Context: an optimization exercise on an open-source flow, tuned for small area and a short achievable clock period. The choices shown serve that exercise and are no tape-out recipe.
Where RTL was checked, it was by simulation tests only, not by an equivalence proof against the original.
Power and IR drop assume default switching activity.

==> trial 78: inputs <==
## FIR
module FIR(Dout, Din, clk, reset);
output	[17:0]	Dout;
input 	[7:0] 	Din;
input 		clk, reset;
reg [7:0] h1, h2, h3, h4, h5, h6, h7;
reg [15:0] R;
wire s1, c1;
HA u1 (.a(h2[0]), .b(h4[0]), .s(s1), .co(c1));
wire s2, c2;
FA u2 (.a(h2[1]), .b(h4[1]), .c(c1), .s(s2), .co(c2));
wire s3, c3;
FA u3 (.a(h2[2]), .b(h4[2]), .c(c2), .s(s3), .co(c3));
wire s4, c4;
FA u4 (.a(h2[3]), .b(h4[3]), .c(c3), .s(s4), .co(c4));
wire s5, c5;
FA u5 (.a(h2[4]), .b(h4[4]), .c(c4), .s(s5), .co(c5));
wire s6, c6;
FA u6 (.a(h2[5]), .b(h4[5]), .c(c5), .s(s6), .co(c6));
wire s7, c7;
FA u7 (.a(h2[6]), .b(h4[6]), .c(c6), .s(s7), .co(c7));
wire s8, c8;
FA u8 (.a(h2[7]), .b(h4[7]), .c(c7), .s(s8), .co(c8));
wire s9, c9;
FA u9 (.a(h6[0]), .b(h7[0]), .c(Din[0]), .s(s9), .co(c9));
wire n10 = ~s1;
wire s11, c11;
FA u11 (.a(h6[1]), .b(h7[1]), .c(n10), .s(s11), .co(c11));
wire s12, c12;
FA u12 (.a(s11), .b(Din[1]), .c(c9), .s(s12), .co(c12));
wire n13 = ~h7[2];
wire s14, c14;
FA u14 (.a(h3[0]), .b(n13), .c(h6[2]), .s(s14), .co(c14));
wire n15 = ~c11;
wire s16, c16;
FA u16 (.a(s14), .b(s2), .c(n15), .s(s16), .co(c16));
wire n17 = ~s16;
wire s18, c18;
FA u18 (.a(n17), .b(Din[2]), .c(c12), .s(s18), .co(c18));
wire s19, c19;
FA u19 (.a(h6[3]), .b(h7[3]), .c(h6[2]), .s(s19), .co(c19));
wire s20, c20;
FA u20 (.a(h3[1]), .b(h7[0]), .c(c14), .s(s20), .co(c20));
wire s21, c21;
FA u21 (.a(s20), .b(s3), .c(c16), .s(s21), .co(c21));
wire n22 = ~s21;
wire s23, c23;
FA u23 (.a(s19), .b(n22), .c(Din[3]), .s(s23), .co(c23));
wire s24, c24;
FA u24 (.a(h6[0]), .b(h6[4]), .c(h7[4]), .s(s24), .co(c24));
wire s25, c25;
FA u25 (.a(h3[0]), .b(h3[2]), .c(h7[1]), .s(s25), .co(c25));
wire s26, c26;
FA u26 (.a(s1), .b(c19), .c(s24), .s(s26), .co(c26));
wire n27 = ~s26;
wire s28, c28;
FA u28 (.a(s25), .b(c20), .c(n27), .s(s28), .co(c28));
wire s29, c29;
FA u29 (.a(s28), .b(s4), .c(c21), .s(s29), .co(c29));
wire n30 = ~s29;
wire s31, c31;
FA u31 (.a(n30), .b(Din[0]), .c(Din[4]), .s(s31), .co(c31));
wire s32, c32;
FA u32 (.a(h6[1]), .b(h6[5]), .c(h7[5]), .s(s32), .co(c32));
  ...
clock: 13.0 ns
lec_check: 0
abc_clock_period_in_ps: 2000
cap_margin: 20
core_margin: 2
core_utilization: 40
cts_buf_list: sky130_fd_sc_hd__clkbuf_8
cts_cluster_diameter: 100
cts_cluster_size: 36
setup_slack_margin: 5
slew_margin: 20
synth_hierarchical: 1
run.sh (not shown) runs the stock make flow with config.mk's settings and CLKGATE_MAP_FILE= SYNTH_SCRIPT=/design/flow/synth_recipe.tcl, a recipe that flattens the netlist after the stock synthesis.
==> build 20: changes against trial 78 <==
--- a/flow/config.mk
+++ b/flow/config.mk
@@ -11,5 +11,2 @@
 export CORE_UTILIZATION = 40
-export CTS_BUF_LIST = sky130_fd_sc_hd__clkbuf_8
-export CTS_CLUSTER_DIAMETER = 100
-export CTS_CLUSTER_SIZE = 36
 export SETUP_SLACK_MARGIN = 5
==> build 89: changes against trial 78 <==
==> flow/flow/run.sh (new file) <==
#!/bin/bash
# Layout flow: the standard flow (standard.sh), with its standard synthesis
# unchanged, then the layout steps with a larger setup margin for repair_timing,
# faster port buffers and a smaller clock tree. Each step's full output goes to
# a log in this folder.
set -euo pipefail
bash standard.sh synth > log_synth.txt 2>&1
bash standard.sh SETUP_SLACK_MARGIN=5.5 \
  "BUFFER_PORTS_ARGS=-buffer_cell sky130_fd_sc_hd__buf_2" \
  "CTS_ARGS=-sink_clustering_enable -repair_clock_nets -dont_use_dummy_load -buf_list sky130_fd_sc_hd__clkbuf_8 -sink_clustering_size 36 -sink_clustering_max_diameter 100" \
  finish > log_layout.txt 2>&1
==> flow/standard.sh (new file) <==
#!/bin/bash
# synth_recipe.tcl (not shown) runs the flow's synth.tcl, then flattens the netlist and writes it again
# the make line also repeats each setting of config.mk as NAME=value (left out here)
make -C /OpenROAD-flow-scripts/flow DESIGN_CONFIG=/design/flow/config.mk WORK_HOME=/design/flow/orfs CLKGATE_MAP_FILE= SYNTH_SCRIPT=/design/flow/synth_recipe.tcl "${@:-finish}"
--- a/flow/config.mk
+++ b/flow/config.mk
@@ -11,6 +11,2 @@
 export CORE_UTILIZATION = 40
-export CTS_BUF_LIST = sky130_fd_sc_hd__clkbuf_8
-export CTS_CLUSTER_DIAMETER = 100
-export CTS_CLUSTER_SIZE = 36
-export SETUP_SLACK_MARGIN = 5
 export SLEW_MARGIN = 20
removed: flow/run.sh
==> build 98: changes against trial 78 <==
==> flow/flow/run.sh (new file) <==
#!/bin/bash
# Layout flow: the standard flow (standard.sh), with its standard synthesis
# unchanged, then the layout steps with a larger setup margin for repair_timing,
# faster port buffers and a smaller clock tree. Each step's full output goes to
# a log in this folder.
set -euo pipefail
bash standard.sh synth > log_synth.txt 2>&1
bash standard.sh SETUP_SLACK_MARGIN=6.0 \
  "BUFFER_PORTS_ARGS=-buffer_cell sky130_fd_sc_hd__buf_2" \
  "CTS_ARGS=-sink_clustering_enable -repair_clock_nets -dont_use_dummy_load -buf_list sky130_fd_sc_hd__clkbuf_8 -sink_clustering_size 36 -sink_clustering_max_diameter 100" \
  finish > log_layout.txt 2>&1
==> flow/standard.sh (new file) <==
#!/bin/bash
# synth_recipe.tcl (not shown) runs the flow's synth.tcl, then flattens the netlist and writes it again
# the make line also repeats each setting of config.mk as NAME=value (left out here)
make -C /OpenROAD-flow-scripts/flow DESIGN_CONFIG=/design/flow/config.mk WORK_HOME=/design/flow/orfs CLKGATE_MAP_FILE= SYNTH_SCRIPT=/design/flow/synth_recipe.tcl "${@:-finish}"
--- a/flow/config.mk
+++ b/flow/config.mk
@@ -11,6 +11,2 @@
 export CORE_UTILIZATION = 40
-export CTS_BUF_LIST = sky130_fd_sc_hd__clkbuf_8
-export CTS_CLUSTER_DIAMETER = 100
-export CTS_CLUSTER_SIZE = 36
-export SETUP_SLACK_MARGIN = 5
 export SLEW_MARGIN = 20
removed: flow/run.sh
==> notes.md <==
- Trial 78 completed without violations. Build 98 went through all stages and came out clean. Build 89 completed with no timing, DRC or antenna violations. Build 20 completed with no timing, DRC or antenna violations.
- In critical path depth, build 98 and build 89 do not differ.
- Between trial 78 and build 98, the lower non-clock buffer count is in trial 78 (gap 13).
- Utilization: build 89 < trial 78 < build 20 < build 98.
- Global-route usage: build 20 > trial 78 > build 89 > build 98.


==> inputs of build 29 <==
FIR again, from the RTL that the note above started with.
==> flow/config.mk <==
export PLATFORM = sky130hd
export DESIGN_NAME = FIR
export DESIGN_NICKNAME = FIR
export VERILOG_FILES = /design/flow/design.v
export SDC_FILE = /design/flow/constraint.sdc
export NUM_CORES = 4
export LEC_CHECK = 0
export ABC_CLOCK_PERIOD_IN_PS = 2000
export CAP_MARGIN = 20
export CORE_MARGIN = 2
export CORE_UTILIZATION = 40
export SLEW_MARGIN = 20
export SYNTH_HIERARCHICAL = 1
==> flow/constraint.sdc <==
create_clock -name core_clock -period 13.0 [get_ports {clk}]
set_input_delay 2.6000 -clock core_clock [delete_from_list [all_inputs] [get_ports {clk}]]
set_output_delay 2.6000 -clock core_clock [all_outputs]
set_load 0.01 [all_outputs]
standard.sh (not shown) runs the stock make flow with config.mk's settings and CLKGATE_MAP_FILE= SYNTH_SCRIPT=/design/flow/synth_recipe.tcl, a recipe that flattens the netlist after the stock synthesis.
==> flow/flow/run.sh <==
#!/bin/bash
# Layout flow: the standard flow (standard.sh), with its standard synthesis
# unchanged, then the layout steps with a larger setup margin for repair_timing,
# faster port buffers and a smaller clock tree. Each step's full output goes to
# a log in this folder.
set -euo pipefail
bash standard.sh synth > log_synth.txt 2>&1
bash standard.sh SETUP_SLACK_MARGIN=4.0 \
  "BUFFER_PORTS_ARGS=-buffer_cell sky130_fd_sc_hd__buf_2" \
  "CTS_ARGS=-sink_clustering_enable -repair_clock_nets -dont_use_dummy_load -buf_list sky130_fd_sc_hd__clkbuf_8 -sink_clustering_size 36 -sink_clustering_max_diameter 100" \
  finish > log_layout.txt 2>&1
==> trial 31: changes against build 29 <==
==> flow/run.sh (new file) <==
#!/bin/bash
# synth_recipe.tcl (not shown) runs the flow's synth.tcl, then flattens the netlist and writes it again
# the make line also repeats each setting of config.mk as NAME=value (left out here)
make -C /OpenROAD-flow-scripts/flow DESIGN_CONFIG=/design/flow/config.mk WORK_HOME=/design/flow/orfs CLKGATE_MAP_FILE= SYNTH_SCRIPT=/design/flow/synth_recipe.tcl finish
--- a/flow/config.mk
+++ b/flow/config.mk
@@ -10,4 +10,6 @@
 export CORE_MARGIN = 2
 export CORE_UTILIZATION = 40
+export GPL_TIMING_DRIVEN = 1
+export SETUP_SLACK_MARGIN = 5
 export SLEW_MARGIN = 20
 export SYNTH_HIERARCHICAL = 1
removed: flow/flow/run.sh
removed: flow/standard.sh
==> trial 27: changes against build 29 <==
--- a/flow/flow/run.sh
+++ b/flow/flow/run.sh
@@ -6,5 +6,5 @@
 set -euo pipefail
 bash standard.sh synth > log_synth.txt 2>&1
-bash standard.sh SETUP_SLACK_MARGIN=4.0 \
+bash standard.sh SETUP_SLACK_MARGIN=6.5 \
   "BUFFER_PORTS_ARGS=-buffer_cell sky130_fd_sc_hd__buf_2" \
   "CTS_ARGS=-sink_clustering_enable -repair_clock_nets -dont_use_dummy_load -buf_list sky130_fd_sc_hd__clkbuf_8 -sink_clustering_size 36 -sink_clustering_max_diameter 100" \
==> comparison table <==
item	build 29	trial 27	trial 31
Outcome	finished clean	finished clean	finished clean
Clock tree buffer count of the final layout	9	9	10
Switching part of the total power	43.47%	43.20%	38.77%
Power consumption	1.090 mW	1.242 mW	1.298 mW
Final worst hold slack	0.3940 ns	0.3938 ns	0.3902 ns
Unrepaired setup endpoints after global routing	false	true	false
Multi-input gate share of the layout cell area	62.68%	61.24%	59.46%
Power density over the cells	192.5 nW/um^2	197.7 nW/um^2	215.5 nW/um^2
Fraction of area in non-clock buffers	2.475%	6.935%	4.114%
Net Sw Power	0.4739 mW	0.5364 mW	0.5031 mW
Avg Vias per Cell	4.813	4.831	4.774
Fill count	1267	1190	1220
Clk. pwr	0.133 mW	0.135 mW	0.285 mW
Clock network fraction of total power	12.2%	10.8%	22.0%
Share of cells above drive strength 1	9.148%	22.62%	7.992%
Avg WL per Cell	14.51 um	15.42 um	14.54 um


==> inputs of wip/ember <==
FIR, a different RTL version from the one above (not shown whole).
Settings: LEC_CHECK=0, ABC_CLOCK_PERIOD_IN_PS=2000, CAP_MARGIN=20, CORE_MARGIN=2, CORE_UTILIZATION=75, PLACE_DENSITY=0.85, SLEW_MARGIN=20, SYNTH_HIERARCHICAL=1; clock period 13.0 ns.
==> flow/flow/run.sh <==
#!/bin/bash
# Layout flow: the standard flow (standard.sh), with its standard synthesis
# unchanged, then the layout steps with a larger setup margin for repair_timing,
# faster port buffers and a smaller clock tree. Each step's full output goes to
# a log in this folder.
set -euo pipefail
bash standard.sh synth > log_synth.txt 2>&1
bash standard.sh SETUP_SLACK_MARGIN=5.5 \
  "BUFFER_PORTS_ARGS=-buffer_cell sky130_fd_sc_hd__buf_2" \
  "CTS_ARGS=-sink_clustering_enable -repair_clock_nets -dont_use_dummy_load -buf_list sky130_fd_sc_hd__clkbuf_4 -root_buf sky130_fd_sc_hd__clkbuf_4 -tree_buf sky130_fd_sc_hd__clkbuf_4" \
  finish > log_layout.txt 2>&1
==> wip/tundra (differences from wip/ember) <==
--- a/flow/flow/run.sh
+++ b/flow/flow/run.sh
@@ -7,5 +7,5 @@
 bash standard.sh synth > log_synth.txt 2>&1
 bash standard.sh SETUP_SLACK_MARGIN=5.5 \
   "BUFFER_PORTS_ARGS=-buffer_cell sky130_fd_sc_hd__buf_2" \
-  "CTS_ARGS=-sink_clustering_enable -repair_clock_nets -dont_use_dummy_load -buf_list sky130_fd_sc_hd__clkbuf_4 -root_buf sky130_fd_sc_hd__clkbuf_4 -tree_buf sky130_fd_sc_hd__clkbuf_4" \
+  "CTS_ARGS=-sink_clustering_enable -repair_clock_nets -dont_use_dummy_load -buf_list sky130_fd_sc_hd__clkbuf_8 -sink_clustering_size 36 -sink_clustering_max_diameter 100" \
   finish > log_layout.txt 2>&1
--- a/flow/config.mk
+++ b/flow/config.mk
@@ -9,6 +9,5 @@
 export CAP_MARGIN = 20
 export CORE_MARGIN = 2
 export CORE_UTILIZATION = 75
-export PLACE_DENSITY = 0.85
 export SLEW_MARGIN = 20
 export SYNTH_HIERARCHICAL = 1
==> key figures <==
Status
  • Status: complete, no violations

Finish
  • Fillers: 398
  • Multi-input gate area: 3520 sq um

Clocking
  • Clock insertion delay at the later pin of the skew report: 350 ps
  • Root buf cell: clkbuf_8

Pwr
  • Net switching share of the total power: 43.56%
  • Clock power share: 11.8%

GRT
  • Total track usage: 30.81%

Placed design
  • GPL Wtd Cong: 0.8606

Routing
  • Routed wire length: 9970 microns
-- figures above: wip/tundra

==> key figures <==
Clocking
  • Root buf cell: clkbuf_4
  • Clock insertion delay at the later pin of the skew report: 420 ps

Finish
  • Fillers: 395
  • Multi-input gate area: 3522 sq um

Routing
  • Routed wire length: 9811 microns

Status
  • Status: complete, no violations

GRT
  • Total track usage: 30.61%

Timing
  • Worst-Margin Slew: 727.0 ps

Pwr
  • Net switching share of the total power: 44.76%
  • Clock power share: 9.2%
-- figures above: wip/ember

Function was not checked in any run of this note: the RTL went through the layout flow alone.


==> job 7526 <==
Another version of the RTL of FIR (not shown whole).
## FIR
module FIR(Dout, Din, clk, reset);
output	[17:0]	Dout;
input 	[7:0] 	Din;
input 		clk, reset;
reg [7:0] h1, h2, h3, h4, h5, h6, h7;
reg [15:0] R;
wire s1, c1;
HA u1 (.a(h2[0]), .b(h4[0]), .s(s1), .co(c1));
wire s2, c2;
FA u2 (.a(h2[1]), .b(h4[1]), .c(c1), .s(s2), .co(c2));
wire s3, c3;
FA u3 (.a(h2[2]), .b(h4[2]), .c(c2), .s(s3), .co(c3));
wire s4, c4;
FA u4 (.a(h2[3]), .b(h4[3]), .c(c3), .s(s4), .co(c4));
wire s5, c5;
FA u5 (.a(h2[4]), .b(h4[4]), .c(c4), .s(s5), .co(c5));
wire s6, c6;
FA u6 (.a(h2[5]), .b(h4[5]), .c(c5), .s(s6), .co(c6));
wire s7, c7;
FA u7 (.a(h2[6]), .b(h4[6]), .c(c6), .s(s7), .co(c7));
wire s8, c8;
FA u8 (.a(h2[7]), .b(h4[7]), .c(c7), .s(s8), .co(c8));
wire s9, c9;
FA u9 (.a(h6[0]), .b(h7[0]), .c(Din[0]), .s(s9), .co(c9));
wire n10 = ~s1;
wire s11, c11;
FA u11 (.a(h6[1]), .b(h7[1]), .c(n10), .s(s11), .co(c11));
wire s12, c12;
FA u12 (.a(s11), .b(Din[1]), .c(c9), .s(s12), .co(c12));
wire n13 = ~h7[2];
wire s14, c14;
FA u14 (.a(h3[0]), .b(n13), .c(h6[2]), .s(s14), .co(c14));
wire n15 = ~c11;
wire s16, c16;
FA u16 (.a(s14), .b(s2), .c(n15), .s(s16), .co(c16));
wire n17 = ~s16;
wire s18, c18;
FA u18 (.a(n17), .b(Din[2]), .c(c12), .s(s18), .co(c18));
wire s19, c19;
FA u19 (.a(h6[3]), .b(h7[3]), .c(h6[2]), .s(s19), .co(c19));
wire s20, c20;
FA u20 (.a(h3[1]), .b(h7[0]), .c(c14), .s(s20), .co(c20));
wire s21, c21;
FA u21 (.a(s20), .b(s3), .c(c16), .s(s21), .co(c21));
wire n22 = ~s21;
wire s23, c23;
FA u23 (.a(s19), .b(n22), .c(Din[3]), .s(s23), .co(c23));
wire s24, c24;
  ...
==> module FIR_dout, before the edit <==
module FIR_dout(input [15:0] R, input [7:0] Din, output [15:0] y);
wire n213 = ~Din[0];
wire s214, c214;
HA u214 (.a(R[0]), .b(n213), .s(s214), .co(c214));
wire n215 = ~Din[1];
wire s216, c216;
HA u216 (.a(R[1]), .b(n215), .s(s216), .co(c216));
wire n217 = ~Din[2];
wire s218, c218;
HA u218 (.a(R[2]), .b(n217), .s(s218), .co(c218));
wire n219 = ~Din[3];
wire s220, c220;
FA u220 (.a(R[3]), .b(Din[0]), .c(n219), .s(s220), .co(c220));
wire n221 = ~Din[4];
wire s222, c222;
FA u222 (.a(R[4]), .b(Din[1]), .c(n221), .s(s222), .co(c222));
wire n223 = ~Din[5];
wire s224, c224;
FA u224 (.a(R[5]), .b(Din[2]), .c(n223), .s(s224), .co(c224));
wire n225 = ~Din[6];
wire s226, c226;
FA u226 (.a(R[6]), .b(Din[3]), .c(n225), .s(s226), .co(c226));
wire n227 = ~Din[7];
wire s228, c228;
FA u228 (.a(R[7]), .b(Din[4]), .c(n227), .s(s228), .co(c228));
wire s229, c229;
HA u229 (.a(R[8]), .b(Din[5]), .s(s229), .co(c229));
wire s230, c230;
HA u230 (.a(R[9]), .b(Din[6]), .s(s230), .co(c230));
wire s231, c231;
HA u231 (.a(R[10]), .b(Din[7]), .s(s231), .co(c231));
wire [15:0] ya = {R[15], R[14], R[13], R[12], R[11], s231, s230, s229, s228, s226, s224, s222, s220, s218, s216, s214};
wire [15:0] yb = {1'b0, 1'b0, 1'b0, 1'b0, c231, c230, c229, c228, c226, c224, c222, c220, c218, c216, c214, 1'b0};
assign y = ya + yb;
endmodule
export LEC_CHECK = 0
export ABC_CLOCK_PERIOD_IN_PS = 2000
export CAP_MARGIN = 20
export CORE_MARGIN = 2
export CORE_UTILIZATION = 40
export SLEW_MARGIN = 20
export SYNTH_HIERARCHICAL = 1
create_clock -name core_clock -period 13.0 [get_ports {clk}]
==> flow/flow/run.sh <==
#!/bin/bash
# Layout flow: the standard flow (standard.sh), with its standard synthesis
# unchanged, then the layout steps with a larger setup margin for repair_timing,
# faster port buffers and a smaller clock tree. Each step's full output goes to
# a log in this folder.
set -euo pipefail
bash standard.sh synth > log_synth.txt 2>&1
bash standard.sh SETUP_SLACK_MARGIN=5.5 \
  "BUFFER_PORTS_ARGS=-buffer_cell sky130_fd_sc_hd__buf_2" \
  "CTS_ARGS=-sink_clustering_enable -repair_clock_nets -dont_use_dummy_load -buf_list sky130_fd_sc_hd__clkbuf_4 -root_buf sky130_fd_sc_hd__clkbuf_8 -sink_clustering_size 36 -sink_clustering_max_diameter 100" \
  finish > log_layout.txt 2>&1
==> job 5822 (differences from job 7526) <==
--- a/flow/design.v
+++ b/flow/design.v
@@ -352,37 +352,5 @@
 endmodule
 module FIR_dout(input [15:0] R, input [7:0] Din, output [15:0] y);
-wire n213 = ~Din[0];
-wire s214, c214;
-HA u214 (.a(R[0]), .b(n213), .s(s214), .co(c214));
-wire n215 = ~Din[1];
-wire s216, c216;
-HA u216 (.a(R[1]), .b(n215), .s(s216), .co(c216));
-wire n217 = ~Din[2];
-wire s218, c218;
-HA u218 (.a(R[2]), .b(n217), .s(s218), .co(c218));
-wire n219 = ~Din[3];
-wire s220, c220;
-FA u220 (.a(R[3]), .b(Din[0]), .c(n219), .s(s220), .co(c220));
-wire n221 = ~Din[4];
-wire s222, c222;
-FA u222 (.a(R[4]), .b(Din[1]), .c(n221), .s(s222), .co(c222));
-wire n223 = ~Din[5];
-wire s224, c224;
-FA u224 (.a(R[5]), .b(Din[2]), .c(n223), .s(s224), .co(c224));
-wire n225 = ~Din[6];
-wire s226, c226;
-FA u226 (.a(R[6]), .b(Din[3]), .c(n225), .s(s226), .co(c226));
-wire n227 = ~Din[7];
-wire s228, c228;
-FA u228 (.a(R[7]), .b(Din[4]), .c(n227), .s(s228), .co(c228));
-wire s229, c229;
-HA u229 (.a(R[8]), .b(Din[5]), .s(s229), .co(c229));
-wire s230, c230;
-HA u230 (.a(R[9]), .b(Din[6]), .s(s230), .co(c230));
-wire s231, c231;
-HA u231 (.a(R[10]), .b(Din[7]), .s(s231), .co(c231));
-wire [15:0] ya = {R[15], R[14], R[13], R[12], R[11], s231, s230, s229, s228, s226, s224, s222, s220, s218, s216, s214};
-wire [15:0] yb = {1'b0, 1'b0, 1'b0, 1'b0, c231, c230, c229, c228, c226, c224, c222, c220, c218, c216, c214, 1'b0};
-assign y = ya + yb;
+assign y = R + {5'b0, Din, 3'b0} + {8'b0, ~Din};
 endmodule
 module FA(input a, input b, input c, output s, output co);
--- a/flow/flow/run.sh
+++ b/flow/flow/run.sh
@@ -8,4 +8,4 @@
 bash standard.sh SETUP_SLACK_MARGIN=5.5 \
   "BUFFER_PORTS_ARGS=-buffer_cell sky130_fd_sc_hd__buf_2" \
-  "CTS_ARGS=-sink_clustering_enable -repair_clock_nets -dont_use_dummy_load -buf_list sky130_fd_sc_hd__clkbuf_4 -root_buf sky130_fd_sc_hd__clkbuf_8 -sink_clustering_size 36 -sink_clustering_max_diameter 100" \
+  "CTS_ARGS=-sink_clustering_enable -repair_clock_nets -dont_use_dummy_load -buf_list sky130_fd_sc_hd__clkbuf_4 -root_buf sky130_fd_sc_hd__clkbuf_4 -tree_buf sky130_fd_sc_hd__clkbuf_4" \
   finish > log_layout.txt 2>&1
- CORE_UTILIZATION: 40 -> 75
==> job 9019 (differences from job 7526) <==
--- a/flow/design.v
+++ b/flow/design.v
@@ -352,37 +352,5 @@
 endmodule
 module FIR_dout(input [15:0] R, input [7:0] Din, output [15:0] y);
-wire n213 = ~Din[0];
-wire s214, c214;
-HA u214 (.a(R[0]), .b(n213), .s(s214), .co(c214));
-wire n215 = ~Din[1];
-wire s216, c216;
-HA u216 (.a(R[1]), .b(n215), .s(s216), .co(c216));
-wire n217 = ~Din[2];
-wire s218, c218;
-HA u218 (.a(R[2]), .b(n217), .s(s218), .co(c218));
-wire n219 = ~Din[3];
-wire s220, c220;
-FA u220 (.a(R[3]), .b(Din[0]), .c(n219), .s(s220), .co(c220));
-wire n221 = ~Din[4];
-wire s222, c222;
-FA u222 (.a(R[4]), .b(Din[1]), .c(n221), .s(s222), .co(c222));
-wire n223 = ~Din[5];
-wire s224, c224;
-FA u224 (.a(R[5]), .b(Din[2]), .c(n223), .s(s224), .co(c224));
-wire n225 = ~Din[6];
-wire s226, c226;
-FA u226 (.a(R[6]), .b(Din[3]), .c(n225), .s(s226), .co(c226));
-wire n227 = ~Din[7];
-wire s228, c228;
-FA u228 (.a(R[7]), .b(Din[4]), .c(n227), .s(s228), .co(c228));
-wire s229, c229;
-HA u229 (.a(R[8]), .b(Din[5]), .s(s229), .co(c229));
-wire s230, c230;
-HA u230 (.a(R[9]), .b(Din[6]), .s(s230), .co(c230));
-wire s231, c231;
-HA u231 (.a(R[10]), .b(Din[7]), .s(s231), .co(c231));
-wire [15:0] ya = {R[15], R[14], R[13], R[12], R[11], s231, s230, s229, s228, s226, s224, s222, s220, s218, s216, s214};
-wire [15:0] yb = {1'b0, 1'b0, 1'b0, 1'b0, c231, c230, c229, c228, c226, c224, c222, c220, c218, c216, c214, 1'b0};
-assign y = ya + yb;
+assign y = R + {5'b0, Din, 3'b0} + {8'b0, ~Din};
 endmodule
 module FA(input a, input b, input c, output s, output co);
--- a/flow/flow/run.sh
+++ b/flow/flow/run.sh
@@ -8,4 +8,4 @@
 bash standard.sh SETUP_SLACK_MARGIN=5.5 \
   "BUFFER_PORTS_ARGS=-buffer_cell sky130_fd_sc_hd__buf_2" \
-  "CTS_ARGS=-sink_clustering_enable -repair_clock_nets -dont_use_dummy_load -buf_list sky130_fd_sc_hd__clkbuf_4 -root_buf sky130_fd_sc_hd__clkbuf_8 -sink_clustering_size 36 -sink_clustering_max_diameter 100" \
+  "CTS_ARGS=-sink_clustering_enable -repair_clock_nets -dont_use_dummy_load -buf_list sky130_fd_sc_hd__clkbuf_4 -root_buf sky130_fd_sc_hd__clkbuf_4 -tree_buf sky130_fd_sc_hd__clkbuf_4" \
   finish > log_layout.txt 2>&1
- CORE_UTILIZATION: 40 -> 85
==> flow_metrics.env <==
export IMPL_status="did not finish"
export IMPL_lastStage="global routing"
export IMPL_error="[ERROR GRT-0232] Routing congestion too high. Check the congestion heatmap in the GUI."
export IMPL_use_met1_pct=65.9
export IMPL_yosysSeqAreaShare_pct=28.0
export IMPL_die_h_um=81.8
export IMPL_synth_compound_area_share_pct=6.46
export IMPL_synthXorXnorAreaFrac_pct=3.06
export IMPL_track_usage_pct=64.8
export IMPL_dpl_cell_area_mm2=0.00534
export IMPL_dp_cells=526
export IMPL_dp_slack_ns=5.45
-- figures above: job 9019

==> flow_metrics.env <==
export IMPL_status="no timing/DRC/antenna violations"
export IMPL_use_met1_pct=38.6
export IMPL_synthXorXnorAreaFrac_pct=3.06
export IMPL_dp_cells=531
export IMPL_crit_cells=11
export IMPL_wl_met3_um=497
export IMPL_max_slew_margin_rel_pct=49.3
export IMPL_track_usage_pct=30.6
export IMPL_yosysSeqAreaShare_pct=28.0
export IMPL_timing_worst_setup_path_type="primary input to output pin"
export IMPL_dpl_cell_area_mm2=0.00534
export IMPL_synth_compound_area_share_pct=6.46
export IMPL_seqPwrFrac_pct=23.2
-- figures above: job 5822

==> flow_metrics.env <==
export IMPL_status="no timing/DRC/antenna violations"
export IMPL_synthXorXnorAreaFrac_pct=2.67
export IMPL_seq_area_share_pct=25.4
export IMPL_setup_slack_ns=5.63
export IMPL_nonClockBufferCount=26
export IMPL_track_usage_pct=15.6
export IMPL_crit_slowest_cell="fa_1"
export IMPL_yosysSeqAreaShare_pct=27.4
export IMPL_path_cells="buf_2 -> inv_1 -> fa_1 -> ha_2 -> a21oi_1 -> nand2_1 -> o211ai_2 -> and4b_1 -> nor3_2 -> buf_2"
export IMPL_top_power_group="combinational cells"
export IMPL_dpl_cell_area_mm2=0.00553
export IMPL_die_h_um=119
export IMPL_cp_required_ns=10.40
export IMPL_totalWireLength_um=9580
export IMPL_antenna_left=0
export IMPL_use_met1_pct=21.5
export IMPL_fin_crit_sh_pct=56.7
export IMPL_synth_compound_area_share_pct=6.77
export IMPL_synthTopCellsByArea="fa_1 (42%), dfxtp_1 (27%), ha_1 (6.4%)"
export IMPL_synthSimpleGateAreaFrac_pct=9.93
-- figures above: job 7526

For job 5822 and job 9019, only the layout was checked, not whether the RTL still works.

[what the ideal ports hide]
The flow's constraints put no driver on any port. The routed layouts listed below were extracted and timed again, unchanged, in two steps. Step 1 sets driving cells, clkbuf_16 on the clock port and buf_2 on the other inputs (assumed; they add their load-dependent delay and slew). Step 2 moves the port delays by t, midway between the first and last clock arrival at a register: inputs arrive t later, outputs are due t later. That takes back most of the time a late clock gives input paths. Three values: ideal, step 1, step 2; two values: the first two.
run	shift t [ns]	slack for setup (ns)	latest minus earliest clock arrival (ns)	slew at the worst register clock pin (ns)
trial 78	0.388	5.139 / 5.106 / 5.106	0.009 / 0.008	0.08 / 0.08
build 20	0.371	5.151 / 5.118 / 5.118	0.008 / 0.007	0.06 / 0.06
build 89	0.367	5.598 / 5.573 / 5.573	0.017 / 0.017	0.07 / 0.07
build 98	0.370	5.768 / 5.712 / 5.712	0.012 / 0.012	0.07 / 0.07
build 29	0.367	5.462 / 5.440 / 5.440	0.017 / 0.017	0.07 / 0.07
trial 31	0.371	5.151 / 5.118 / 5.118	0.008 / 0.007	0.06 / 0.06
trial 27	0.374	5.763 / 5.709 / 5.709	0.027 / 0.028	0.08 / 0.08
wip/ember	0.429	5.644 / 5.620 / 5.620	0.040 / 0.040	0.12 / 0.12
wip/tundra	0.367	5.624 / 5.601 / 5.601	0.020 / 0.020	0.08 / 0.08
job 7526	0.364	5.628 / 5.609 / 5.609	0.028 / 0.029	0.08 / 0.08
job 5822	0.428	5.627 / 5.603 / 5.603	0.040 / 0.040	0.12 / 0.12
After both steps setup and hold are still met in every run listed. The setup slack of build 98, which loses most, moves by -0.056 ns with the drivers and by -0.056 ns with both steps.
